Source: an optimization exercise on an open RTL-to-GDS flow (aim: small area, a short achievable clock period and few clock cycles per item). Production flows keep margins and buffers that such runs may drop. The RTL of this run was laid out without a check of its function.

### design.v
module e3_fa(input a, input b, input c, output s, output co);
  assign s = a ^ b ^ c;
  assign co = (a & b) | (a & c) | (b & c);
endmodule
module e3_seln(input s1, input s2, input s3, input a, input b, input c, output yn);
  assign yn = ~((s1 & a) | (s2 & b) | (s3 & c));
endmodule
module e3_low(input rn0, input rn1, input dn, input yn0, input yn1, input x1,
              output s1, output s2, output s3, output cinn, output dno, output qn0, output qn1);
  wire un0, un1, wn0, wn1;
  e3_fa f1(.a(rn0), .b(dn), .c(yn0), .s(un0), .co(un1));
  e3_fa f2(.a(un1), .b(rn1), .c(yn1), .s(wn0), .co(wn1));
  wire b = ~wn0 ^ x1;
  assign s1 = ~un0 & b;
  assign s3 = ~un0 & ~b;
  assign s2 = un0 & ~wn0;
  assign cinn = un0 & wn0 & wn1;
  assign dno = wn1 | (wn0 & un0);
  assign qn0 = un0;
  assign qn1 = ~(s2 | s3);
endmodule
module e3_row(input [12:0] rn, input dn, input yn0, input yn1,
              input [12:0] x, input [14:0] x3,
              output [12:0] rno, output dno, output [1:0] qn);
  wire s1, s2, s3;
  wire [14:2] c;
  e3_low lo(.rn0(rn[0]), .rn1(rn[1]), .dn(dn), .yn0(yn0), .yn1(yn1), .x1(x[1]),
            .s1(s1), .s2(s2), .s3(s3), .cinn(c[2]), .dno(dno), .qn0(qn[0]), .qn1(qn[1]));
  wire [14:2] mn;
  genvar j;
  generate for (j = 2; j <= 12; j = j + 1) begin : sl
    e3_seln u(.s1(s1), .s2(s2), .s3(s3), .a(x[j]), .b(x[j-1]), .c(x3[j]), .yn(mn[j]));
  end endgenerate
  assign mn[13] = ~((s2 & x[12]) | (s3 & x3[13]));
  assign mn[14] = ~(s3 & x3[14]);
  generate for (j = 2; j <= 12; j = j + 1) begin : ad
    if (j < 12) begin : f
      e3_fa u(.a(rn[j]), .b(mn[j]), .c(c[j]), .s(rno[j-2]), .co(c[j+1]));
    end else begin : l
      e3_fa u(.a(rn[j]), .b(mn[j]), .c(c[j]), .s(rno[j-2]), .co(c[j+1]));
    end
  end endgenerate
  assign rno[11] = ~(mn[13] ^ c[13]);
  assign c[14] = mn[13] | c[13];
  assign rno[12] = ~(mn[14] ^ c[14]);
endmodule
module e3_chain(input [12:0] x, input [25:0] ycn, input first,
                input [12:0] srn, input sdn,
                output [12:0] orn, output odn,
                output [25:0] qn, output div);
  wire [14:0] x3;
  wire [13:1] k;
  assign x3[0] = x[0];
  assign x3[1] = x[1] ^ x[0];
  assign k[2] = x[1] & x[0];
  genvar i;
  generate for (i = 2; i <= 12; i = i + 1) begin : tx
    e3_fa u(.a(x[i]), .b(x[i-1]), .c(k[i]), .s(x3[i]), .co(k[i+1]));
  end endgenerate
  assign x3[13] = x[12] ^ k[13];
  assign x3[14] = x[12] & k[13];
  wire [12:0] rn [0:13];
  wire        dn [0:13];
  assign rn[0] = first ? ~x : srn;
  assign dn[0] = sdn | first;
  generate for (i = 0; i < 13; i = i + 1) begin : r
    e3_row u(.rn(rn[i]), .dn(dn[i]), .yn0(ycn[2*i]), .yn1(ycn[2*i+1]), .x(x), .x3(x3),
             .rno(rn[i+1]), .dno(dn[i+1]), .qn(qn[2*i+1:2*i]));
  end endgenerate
  assign orn = rn[13];
  assign odn = dn[13];
  assign div = (&(orn[12:1] ^ x[12:1])) & (orn[0] ^ odn);
endmodule
module e3_rom(input [7:0] a, output reg [103:0] d);
  always @(*) begin
    case (a)
      8'd0: d = 104'hb804c02200d005801c00a003;
      8'd1: d = 104'h1d80d405e02b014809403e01d;
      8'd2: d = 104'h3081640a604f024811c08603d;
      8'd3: d = 104'h44820c0fe07103681ac0ce065;
      8'd4: d = 104'h5982b414e0a304e825c12a08b;
      8'd5: d = 104'h71837c1a60c7062830417e0b5;
      8'd6: d = 104'h86841c2020fb07883bc1d20e5;
      8'd7: d = 104'h9c84dc26612508d846422a10f;
      8'd8: d = 104'hb7859c2c215d0ad854429613d;
      8'd9: d = 104'hd1866432218d0c285fc2f6175;
      8'd10: d = 104'he687243821bb0db86c435e1a5;
      8'd11: d = 104'hfe87dc3e61eb0f3877c3a61cf;
      8'd12: d = 104'h11d88e446622d1118874416209;
      8'd13: d = 104'h13489944be25912b8944496241;
      8'd14: d = 104'h14a8a4c51a2871418a044ee26b;
      8'd15: d = 104'h16b8b3c58a2bd1598aac54a2a1;
      8'd16: d = 104'h1828c045f22f51778b9c5c62dd;
      8'd17: d = 104'h19e8cec66e3351958ca463a313;
      8'd18: d = 104'h1b98dc46da35f1ad8d646aa347;
      8'd19: d = 104'h1d98eb47523a11cb8e3c716377;
      8'd20: d = 104'h1f88f947be3d71e88f2c78e3b9;
      8'd21: d = 104'h20d906481e4092038ff47f63f5;
      8'd22: d = 104'h227912488a44321f90b484e425;
      8'd23: d = 104'h249922c90247f234918c8ba455;
      8'd24: d = 104'h266931c9824bd25892a494649d;
      8'd25: d = 104'h284940c9fe4fd27593849aa4cf;
      8'd26: d = 104'h29794a4a4e51b28b9454a2250b;
      8'd27: d = 104'h2c9963cb025772b29574aae551;
      8'd28: d = 104'h2df96ccb5a5ab2d3967cb32595;
      8'd29: d = 104'h2f9979cbb65d52e8973cb965c9;
      8'd30: d = 104'h315988cc3e6173089834c0e5fb;
      8'd31: d = 104'h32a994cc9a6493239904c7a62f;
      8'd32: d = 104'h3509a74d0a68333f99e4cca65b;
      8'd33: d = 104'h36c9b4cd9a6c535d9ae4d5a6a3;
      8'd34: d = 104'h38f9c4ce126fd37d9bdcde26df;
      8'd35: d = 104'h3ab9d54ea274f3a59d14e6e727;
      8'd36: d = 104'h3cf9e74f1a78b3bc9dcceda761;
      8'd37: d = 104'h3ed9f4cf9e7cd3e49f0cf767b5;
      8'd38: d = 104'h410a05501e8053fb9fb4fd67e1;
      8'd39: d = 104'h429a14508283f419a0a504e823;
      8'd40: d = 104'h44fa26d106871434a17d0ba859;
      8'd41: d = 104'h46ea36d1968c345fa2f515a8a5;
      8'd42: d = 104'h48ea41d20a8f947aa3bd1d28e1;
      8'd43: d = 104'h4a6a525286935497a4ad24a923;
      8'd44: d = 104'h4c2a5dd2e296b4afa5652aa94f;
      8'd45: d = 104'h4eca71d35a9a94d1a66d31e989;
      8'd46: d = 104'h50fa84d3fa9f74faa7bd3d69e3;
      8'd47: d = 104'h531a9854aea4951ea8e5462a21;
      8'd48: d = 104'h545aa15502a7f53da9d54dea67;
      8'd49: d = 104'h55eaad5556aa954faa6552ea93;
      8'd50: d = 104'h579abc55daae7572ab6559eac1;
      8'd51: d = 104'h59facb5652b2358dac55622b03;
      8'd52: d = 104'h5c4aded6deb655aead5d6a2b47;
      8'd53: d = 104'h5e5af0d772bb75cdae65726b8d;
      8'd54: d = 104'h605b01d7f6bf55f4af857babcf;
      8'd55: d = 104'h630b17d8b6c41618b0bd84ac11;
      8'd56: d = 104'h64eb255922c89641b1dd8e6c6d;
      8'd57: d = 104'h675b3959c6cc765db2e596acb3;
      8'd58: d = 104'h68fb44da1ed03680b3ed9eecf1;
      8'd59: d = 104'h6b4b555a9ed3f69eb4b5a56d21;
      8'd60: d = 104'h6d5b68db1ad8b6c3b615b02d79;
      8'd61: d = 104'h6edb755ba6dcd6e4b71db7adb7;
      8'd62: d = 104'h70eb85dc12dff6feb7cdbcede5;
      8'd63: d = 104'h72cb95dc96e3b71ab8bdc4ee21;
      8'd64: d = 104'h74aba3dd0ee7d73ab9c5cd6e5d;
      8'd65: d = 104'h76dbb55da2ec375cbaddd62e9b;
      8'd66: d = 104'h792bc5de1af0b783bbe5ddeeed;
      8'd67: d = 104'h7acbd4de9ef4d7a3bd0de62f29;
      8'd68: d = 104'h7d3be8df42f957bfbdadecef5b;
      8'd69: d = 104'h7f4bf65fa6fd17ddbed5f66fad;
      8'd70: d = 104'h812c08603f00f801bff5ff6fef;
      8'd71: d = 104'h83cc1ce0d305181fc0f607302b;
      8'd72: d = 104'h852c28e13b093848c21e10b07b;
      8'd73: d = 104'h879c3c61cf0c9860c2ee1630af;
      8'd74: d = 104'h8a2c4e625b12788ac42e20b0fd;
      8'd75: d = 104'h8c1c6062df1698b1c57e2b3147;
      8'd76: d = 104'h8e2c70e3571a78d2c68633718d;
      8'd77: d = 104'h90ec8363f71f58f7c79e3af1d1;
      8'd78: d = 104'h923c90646f231915c8a644721f;
      8'd79: d = 104'h94bca3e4fb279939c9c64bf253;
      8'd80: d = 104'h968cb365832bf95ccad65672af;
      8'd81: d = 104'h99bccb664f319986cc1e5fb2df;
      8'd82: d = 104'h9b4cd9e6bb3579a7cd2668b343;
      8'd83: d = 104'h9cece4e72338b9c3ce066f736d;
      8'd84: d = 104'h9f5cf7e7b33d59e1ceee75f39f;
      8'd85: d = 104'ha19d0be84341b9ffcfe67e73ed;
      8'd86: d = 104'ha3ad1c68df46ba2cd13688b43b;
      8'd87: d = 104'ha65d2f696f4b1a50d27e93348d;
      8'd88: d = 104'ha8fd45ea2350ba82d39e9c74d5;
      8'd89: d = 104'haa4d50ea8353da9bd4aea53525;
      8'd90: d = 104'hac7d60eaff57dab5d59eacb55f;
      8'd91: d = 104'hae6d716b835bbadad66eb2f591;
      8'd92: d = 104'hb0cd856c2760fb04d81ebef5d7;
      8'd93: d = 104'hb2ad93ec8b63db1cd8cec4b61b;
      8'd94: d = 104'hb54da7ed2f693b3ad9becdb669;
      8'd95: d = 104'hb6ddb66da76cfb61daf6d6b6af;
      8'd96: d = 104'hb87dc26df36f7b76dbaedcb6e1;
      8'd97: d = 104'hbbddddeec775dba0dccee4f723;
      8'd98: d = 104'hbdfdee6f677a5bcfde6ef2b78d;
      8'd99: d = 104'hbffdfd6fe77e9bf0df56f977c9;
      8'd100: d = 104'hc24e10f077837c1ae077027807;
      8'd101: d = 104'hc42e1ff0fb877c38e19f0ab84d;
      8'd102: d = 104'hc60e2e71678adc53e27713788f;
      8'd103: d = 104'hc7ae3af1cb8dfc6ce35f1a38c7;
      8'd104: d = 104'hca8e52728b933c98e46f22b8fd;
      8'd105: d = 104'hcd4e68f333997cc9e6072f395b;
      8'd106: d = 104'hcfee7b73b79cfce3e6d73639ab;
      8'd107: d = 104'hd17e8b7447a21d0be84740ba03;
      8'd108: d = 104'hd3ee9ef4d7a69d28e93747fa35;
      8'd109: d = 104'hd5ceac755baabd53ea4f513a87;
      8'd110: d = 104'hd7febef5e7ae3d6beb5759fac9;
      8'd111: d = 104'hda0ecef66fb31d97ec97647b05;
      8'd112: d = 104'hdbfedcf6d7b65daced5769fb47;
      8'd113: d = 104'hdebef4778bbbfdd3ee77723b83;
      8'd114: d = 104'he15f09f833c13e04efdf7dfbd9;
      8'd115: d = 104'he39f15789fc4be22f0f7867c2d;
      8'd116: d = 104'he5bf2d794bca3e4cf237917c81;
      8'd117: d = 104'he91f487a37d09e7cf3cf9c3cc9;
      8'd118: d = 104'heb1f577aa7d4bea0f4ffa73d35;
      8'd119: d = 104'hecaf627b0fd7debdf5d7ae3d69;
      8'd120: d = 104'heebf717b6fdb3ed3f697b3fd99;
      8'd121: d = 104'hf09f82fc0fe01efcf7d7bc3ddb;
      8'd122: d = 104'hf27f937c93e3df17f8afc4be17;
      8'd123: d = 104'hf5dfab7d43e95f47fa27ce3e6d;
      8'd124: d = 104'hf7bfbbfdc7eddf65fb1fd8bec1;
      8'd125: d = 104'hfa5fd27e73f1bf87fc37e03efd;
      8'd126: d = 104'hfccfe5ff23f85fbdfdd7ecff51;
      8'd127: d = 104'hff3ff87fa7fbbfdafebff4bf9d;
      8'd128: d = 104'hfffffffffffffffffffffe7feb;
      default: d = 104'hffffffffffffffffffffffffff;
    endcase
  end
endmodule
module euler3( input logic clk,
               input logic        reset,
               input logic        enable,
               input logic [63:0] max_value,
               output logic       results_valid,
               output logic [63:0] results
               );
  localparam C = 8;
  reg [63:0] y;
  reg        done;
  reg [1:0]  p;         
  reg        dv;        
  reg [C-1:0] fr;       
  reg        wide;      
  reg [7:0] addr;
  reg [32:0] x0;        
  reg [12:0] x1;
  reg [12:0] x2;
  reg [12:0] x3;
  reg [12:0] x4;
  reg [12:0] x5;
  reg [12:0] x6;
  reg [12:0] x7;
  reg [12:0] srn0; reg sdn0;
  reg [12:0] srn1; reg sdn1;
  reg [12:0] srn2; reg sdn2;
  reg [12:0] srn3; reg sdn3;
  reg [12:0] srn4; reg sdn4;
  reg [12:0] srn5; reg sdn5;
  reg [12:0] srn6; reg sdn6;
  reg [12:0] srn7; reg sdn7;
  reg [32:0] wr;        
  reg [5:0]  wcnt;
  reg        wrun, wp2;
  assign results = y;
  assign results_valid = done;
  wire idle = reset | ~enable;
  wire hi2 = |y[63:52];
  wire hi1 = |y[51:26];
  wire first = (p == 2'd0);
  wire last = hi2 ? (p == 2'd2) : hi1 ? (p == 2'd1) : 1'b1;
  wire [25:0] ycn = ~((p == 2'd0) ? y[25:0] : (p == 2'd1) ? y[51:26] : {14'b0, y[63:52]});
  wire [C-1:0] div;
  wire [12:0] orn0; wire odn0; wire [25:0] qn0;
  e3_chain ch0(.x(x0[12:0]), .ycn(ycn), .first(first), .srn(srn0), .sdn(sdn0),
               .orn(orn0), .odn(odn0), .qn(qn0), .div(div[0]));
  wire [12:0] orn1; wire odn1; wire [25:0] qn1;
  e3_chain ch1(.x(x1), .ycn(ycn), .first(first), .srn(srn1), .sdn(sdn1),
               .orn(orn1), .odn(odn1), .qn(qn1), .div(div[1]));
  wire [12:0] orn2; wire odn2; wire [25:0] qn2;
  e3_chain ch2(.x(x2), .ycn(ycn), .first(first), .srn(srn2), .sdn(sdn2),
               .orn(orn2), .odn(odn2), .qn(qn2), .div(div[2]));
  wire [12:0] orn3; wire odn3; wire [25:0] qn3;
  e3_chain ch3(.x(x3), .ycn(ycn), .first(first), .srn(srn3), .sdn(sdn3),
               .orn(orn3), .odn(odn3), .qn(qn3), .div(div[3]));
  wire [12:0] orn4; wire odn4; wire [25:0] qn4;
  e3_chain ch4(.x(x4), .ycn(ycn), .first(first), .srn(srn4), .sdn(sdn4),
               .orn(orn4), .odn(odn4), .qn(qn4), .div(div[4]));
  wire [12:0] orn5; wire odn5; wire [25:0] qn5;
  e3_chain ch5(.x(x5), .ycn(ycn), .first(first), .srn(srn5), .sdn(sdn5),
               .orn(orn5), .odn(odn5), .qn(qn5), .div(div[5]));
  wire [12:0] orn6; wire odn6; wire [25:0] qn6;
  e3_chain ch6(.x(x6), .ycn(ycn), .first(first), .srn(srn6), .sdn(sdn6),
               .orn(orn6), .odn(odn6), .qn(qn6), .div(div[6]));
  wire [12:0] orn7; wire odn7; wire [25:0] qn7;
  e3_chain ch7(.x(x7), .ycn(ycn), .first(first), .srn(srn7), .sdn(sdn7),
               .orn(orn7), .odn(odn7), .qn(qn7), .div(div[7]));
  wire divany = |div;
  wire [C-1:0] fsel = div & ~(div - 1'b1);    
  wire [C-1:0] usel = dv ? fr : fsel;
  reg  [25:0] qn;              
  always @(*) begin
    qn = 0;
    if (usel[0]) qn = qn | qn0;
    if (usel[1]) qn = qn | qn1;
    if (usel[2]) qn = qn | qn2;
    if (usel[3]) qn = qn | qn3;
    if (usel[4]) qn = qn | qn4;
    if (usel[5]) qn = qn | qn5;
    if (usel[6]) qn = qn | qn6;
    if (usel[7]) qn = qn | qn7;
  end
  wire qone = (qn == 26'd1);
  wire [32:1] z;
  genvar g;
  generate for (g = 1; g <= 32; g = g + 1) begin : zz
    if (g == 32) begin : t assign z[g] = 1'b1; end
    else begin : n assign z[g] = z[g+1] & ~y[2*g+1] & ~y[2*g]; end
  end endgenerate
  wire yevbig = ~y[0] & (|y[63:2]);
  wire stop = (|(x0[32:1] & z)) & ~yevbig;
  wire [103:0] rom;
  e3_rom ur(.a(addr), .d(rom));
  wire wq = wr[0] ^ y[0];
  wire [32:0] wadd = wr[32:1] + (x0[32:1] & {32{wq}}) + {32'b0, wr[0] | y[0]};
  wire wmatch = (wadd == x0);
  wire winb = wp2 ? ~wq : y[0];
  always @(posedge clk) begin
    srn0 <= orn0; sdn0 <= odn0;
    srn1 <= orn1; sdn1 <= odn1;
    srn2 <= orn2; sdn2 <= odn2;
    srn3 <= orn3; sdn3 <= odn3;
    srn4 <= orn4; sdn4 <= odn4;
    srn5 <= orn5; sdn5 <= odn5;
    srn6 <= orn6; sdn6 <= odn6;
    srn7 <= orn7; sdn7 <= odn7;
    if (idle) begin
      y <= max_value;
      done <= 1'b0;
      p <= 2'd0;
      dv <= 1'b0;
      wide <= 1'b0;
      wrun <= 1'b0;
      wp2 <= 1'b0;
      addr <= 8'd1;
      x0 <= 33'd3;
      x1 <= 13'd5;
      x2 <= 13'd7;
      x3 <= 13'd11;
      x4 <= 13'd13;
      x5 <= 13'd17;
      x6 <= 13'd19;
      x7 <= 13'd23;
    end else if (!done) begin
      if (!wide) begin
        if (dv) begin
          case (p)
            2'd0: y[25:0] <= qn;
            2'd1: y[51:26] <= qn;
            default: y[63:52] <= qn[11:0];
          endcase
          if (last) begin dv <= 1'b0; p <= 2'd0; end
          else p <= p + 2'd1;
        end else if (first && stop) begin
          done <= 1'b1;
        end else if (!last) begin
          p <= p + 2'd1;
        end else begin
          p <= 2'd0;
          if (divany && yevbig) begin
            y <= {1'b0, y[63:1]};    
          end else if (divany) begin
            if (first) begin
              if (qone) done <= 1'b1;
              else y[25:0] <= qn;
            end else begin
              dv <= 1'b1;
              fr <= fsel;
            end
          end else begin
            if (addr == 8'd129) begin
              wide <= 1'b1;
              x0 <= 33'd8193;
            end else begin
              addr <= addr + 1'b1;
              x0 <= {20'b0, rom[12:0]};
              x1 <= rom[25:13];
              x2 <= rom[38:26];
              x3 <= rom[51:39];
              x4 <= rom[64:52];
              x5 <= rom[77:65];
              x6 <= rom[90:78];
              x7 <= rom[103:91];
            end
            if (yevbig) y <= {1'b0, y[63:1]};
          end
        end
      end else begin
        if (!wrun) begin
          if (stop) done <= 1'b1;
          else begin
            wrun <= 1'b1;
            wcnt <= 6'd0;
            wr <= x0;
          end
        end else begin
          wr <= wadd;
          y <= {winb, y[63:1]};
          wcnt <= wcnt + 6'd1;
          if (wcnt == 6'd63) begin
            if (!wp2) begin
              if (wmatch) begin wp2 <= 1'b1; wr <= x0; end
              else begin wrun <= 1'b0; x0 <= x0 + 33'd2; end
            end else begin
              wp2 <= 1'b0;
              wrun <= 1'b0;
            end
          end
        end
      end
    end
  end
endmodule
### run.sh
#!/bin/bash
# synth_recipe.tcl (not shown) runs the flow's synth.tcl, then flattens the netlist and writes it again
# the make line also repeats each setting of config.mk as NAME=value (left out here)
make -C /OpenROAD-flow-scripts/flow DESIGN_CONFIG=/design/flow/config.mk WORK_HOME=/design/flow/orfs CLKGATE_MAP_FILE= SYNTH_SCRIPT=/design/flow/synth_recipe.tcl finish
### config.mk
export PLATFORM = sky130hd
export DESIGN_NAME = euler3
export DESIGN_NICKNAME = euler3
export VERILOG_FILES = /design/flow/design.v
export SDC_FILE = /design/flow/constraint.sdc
export NUM_CORES = 8
export LEC_CHECK = 0
export ABC_CLOCK_PERIOD_IN_PS = 200000
export CAP_MARGIN = 20
export CORE_MARGIN = 2
export CORE_UTILIZATION = 40
export SLEW_MARGIN = 20
export SYNTH_HIERARCHICAL = 1
export SYNTH_MEMORY_MAX_BITS = 65536
export SYNTH_MINIMUM_KEEP_SIZE = 0
### constraint.sdc
create_clock -name core_clock -period 250.0 [get_ports {clk}]
set_input_delay 50.0000 -clock core_clock [delete_from_list [all_inputs] [get_ports {clk}]]
set_output_delay 50.0000 -clock core_clock [all_outputs]
set_load 0.01 [all_outputs]
==> flow_metrics.py <==
metrics = {
    "outcome": {
        "outcome": "no timing/DRC/antenna violations",
    },
    "synthesis": {
        "ys_ff_latch": 362,
        "postSynthAreaPerCell_sq_um": 10.1,
        "ys_types": 116,
        "synth_top_area_frac": 0.348,
        "synth_flop_cell": "dfxtp_1",
        "synth-edff-count": 111,
        "ys_async_sr_fraction": 0,
        "synth_largest_area_cell": "fa_1",
        "seq_area_frac_synth": 0.101,
        "syn_inst": 8237,
        "yosysWarnings": 9,
        "netlist_area_sq_um": 83000,
        "ys_top_cells_by_area": "fa_1 (35%), a222oi_1 (14%), dfxtp_1 (6.1%)",
    },
    "timing": {
        "final.min_clock_period_ns": 52.22,
        "slew_viol_final": 0,
        "max_freq_mhz": 19.2,
        "final.setup.worst_slack_ns": 197.78,
        "rsz0062_at_grt": "false",
        "finalSetupViolations": 0,
        "worstMarginPinSlew_ns": 1.39,
        "relSlewSlack": 0.0755,
        "timing.final.crit_share": 0.209,
        "finalClockSkew_ns": 0.0594,
        "fin_setup_tns_ns": 0,
        "hold_violations": 0,
    },
    "place": {
        "dp_hpwl_um": 276000,
        "gp_congestion": 1.07,
        "port_buffers": 131,
        "place_ws_ns": 197.13,
    },
    "critical_path": {
        "slowest_stage": "buf_4",
        "r2r_cells": 110,
        "crit_family": "buffers and inverters",
        "path_class": "in2reg",
        "path_cells": "clkdlybuf4s50_1, nand2b_4, buf_4, nor2_1, o311a_1, a211o_1",
        "r2r_start": "p[0]",
        "path_max_fanout": 74,
        "reg2reg_to": "y[16]",
        "worstPathArrival_ns": 52.82,
        "critPathBufInv": 2,
        "cpPeakStageDelay_ns": 0.83,
        "regToRegSetupSlack_ns": 201.15,
        "crit_path_end_kind": "register",
        "critPathRequiredTime_ns": 250.60,
        "crit_path_start_kind": "primary input",
    },
    "worst_hold_path": {
        "min_to": "x3[0]",
        "holdCritStartpoint": "x3[0]",
        "min_path_cells": 2,
        "holdCritPathClass": "reg2reg",
    },
    "floorplan": {
        "die-area_sq_um": 211000,
        "core_sq_um": 207000,
        "io_pins": 132,
        "die_height_um": 459,
        "row_count": 167,
        "die-width_um": 459,
        "start_util": 0.401,
    },
    "global_route": {
        "grt_pass1_wl_um": 562000,
        "grt_pass1_vias": 79800,
        "grt_usage": 0.356,
        "globalRoute.totalOverflow": 0,
        "grt_max_degree": 173,
        "antenna_found_initial": 18,
    },
    "clocking": {
        "cts_hold_buf": 0,
        "cts_setup_buffers": 0,
        "clkSlewWorstSetupHoldPaths_ns": 0.07,
        "cts_num_sinks": 362,
        "cts_resized": 0,
        "clkLatencyLatePin_ns": 0.72,
        "cts_tree": "done",
        "cts_max_level": 2,
        "clockBufferDepth": 3,
        "numCtsBuffers": 52,
        "cts-root-buf": "clkbuf_16",
    },
    "detailed_routing": {
        "ant_nets": 0,
        "wl_met2_um": 164000,
        "drc": 0,
        "routed_wl_um": 385000,
        "top_layer_used": "met5",
        "wl_met3_um": 55300,
        "dr_total_vias": 80900,
        "drt_iter0_markers": 17600,
        "vias_per_cell": 7.33,
        "wl_per_cell_um": 34.9,
        "first_pass_iters": 17,
        "wl_met1_um": 142000,
    },
    "cells_and_area": {
        "layout_common_cells": "fa_1 (1442), a222oi_1 (1171), nand2_1 (698), nor2_1 (524), inv_1 (348)",
        "final_common_cell": "fa_1",
        "fill_cells": 20000,
        "regArea_sq_um": 8390,
        "syn_to_final_growth_pct": 8.42,
        "multi_input_area_sq_um": 71500,
        "drive_above_1_share": 0.121,
        "final_nets": 9971,
    },
    "job": {
        "cap_violations": 0,
    },
}
Yosys cell counts, types with 162 or more instances:
| master | n |
|---|---|
| inv_1 | 349 |
| a222oi_1 | 1171 |
| nand2_1 | 699 |
| fa_1 | 1442 |
| nor2_1 | 529 |
| mux2i_1 | 162 |
| xor2_1 | 332 |
| dfxtp_1 | 251 |
| ha_1 | 182 |
| o21ai_0 | 234 |
| a21oi_1 | 367 |
| clkbuf_1 | 185 |
registers in the layout, summed over array words and instances, names as in the netlist, 13 cells and up:
register and flops:
srn0 13, srn1 13, srn2 13, srn3 13
srn4 13, srn5 13, srn6 13, srn7 13
wr 33, x0 33, x1 13, x2 13
x3 13, x4 13, x5 13, x6 13
x7 13, y 64
final cells by class:
cell class	instances	area share
multi-input combinational	7098	0.795
inverter	350	0.0146
clock buffer	66	0.0163
sequential	362	0.0933
clock inverter	31	0.00359
timing repair buffer	416	0.0390
antenna	11	0.000306
tap	2704	0.0376
metal layers:
layer  global-route usage  up-vias
met3                0.131     1057
met5              0.00574        -
met4                0.175       26
li1                     -    32500
met1                0.455    41000
met2                0.526     6320
how the worst max path moves through the flow:
stage / from / endpoint / cells after the start
global route: reset / x0[8] / 6
floorplan: reset / y[26] / 5
detailed placement: reset / x0[8] / 6
finish: reset / x0[8] / 6
CTS: reset / x0[8] / 6
global placement: reset / y[59] / 4
cell families (layout without fill, tap and decap cells):
| group | count (synthesis) | in the layout | share of synthesized area |
|---|---|---|---|
| other cells | 1 | 19 | 0.0000452 |
| simple gates | 2161 | 2161 | 0.139 |
| xor+xnor | 496 | 496 | 0.0542 |
| flops | 362 | 362 | 0.101 |
| compound gates | 2604 | 2604 | 0.262 |
| mux | 205 | 205 | 0.0275 |
| fa+ha+maj | 1624 | 1624 | 0.375 |
| buf+inv | 784 | 863 | 0.0411 |
modules after synthesis, one instance, submodules excluded:
module | flops+latches | area [sq um]
euler3 | 362 | 19200
e3_rom | 0 | 9620
e3_chain | 0 | 373
e3_low | 0 | 63.8
e3_row | 0 | 41.3
e3_fa | 0 | 20.0
e3_seln | 0 | 10.0
worst register-to-register path, delay by kind of cell, from the launching register on:
family / cells / cell delay, ns
compound gates: 16 / 5.04
xor+xnor: 15 / 2.00
fa+ha+maj: 51 / 26.44
buf+inv: 5 / 1.76
flops: 1 / 0.34
mux: 2 / 0.72
simple gates: 21 / 12.19
through the flow:
stage / hold slack, ns / instances / instance area, sq um / util
after floorplan: 0.465 / 8244 / 83000 / -
after global placement: 0.481 / 10900 / 88100 / 0.426
after detailed placement: 0.488 / 10900 / 88100 / 0.426
after CTS: 0.496 / 11000 / 89900 / 0.435
after global routing: 0.513 / 11000 / 89900 / 0.435
final: 0.494 / 11000 / 90000 / 0.435

-- what the ideal ports hide --
How much do the figures lean on ideal ports? The routed layout below was timed once more, with nothing changed but the port constraints.
Step 1 (the two cells are an assumption about what drives the block):
set clk [get_ports {clk}]
set_driving_cell -lib_cell sky130_fd_sc_hd__clkbuf_16 $clk
set_driving_cell -lib_cell sky130_fd_sc_hd__buf_2 [delete_from_list [all_inputs] $clk]
Step 2 times the ports against the registers' clock, not the clock port: input delays grow and output delays shrink by t, the midpoint of the rising clock arrivals with the driver on.
Three values: ideal, step 1, step 2; two values: the first two.
shift t [ns]: 0.780
setup slack, ns: 197.781 / 197.840 / 197.061
cell pins on the clock port's net: 1
After both steps setup and hold are still met in this run. For this run, drivers alone change the setup slack by +0.059 ns; drivers and shift together by -0.720 ns.
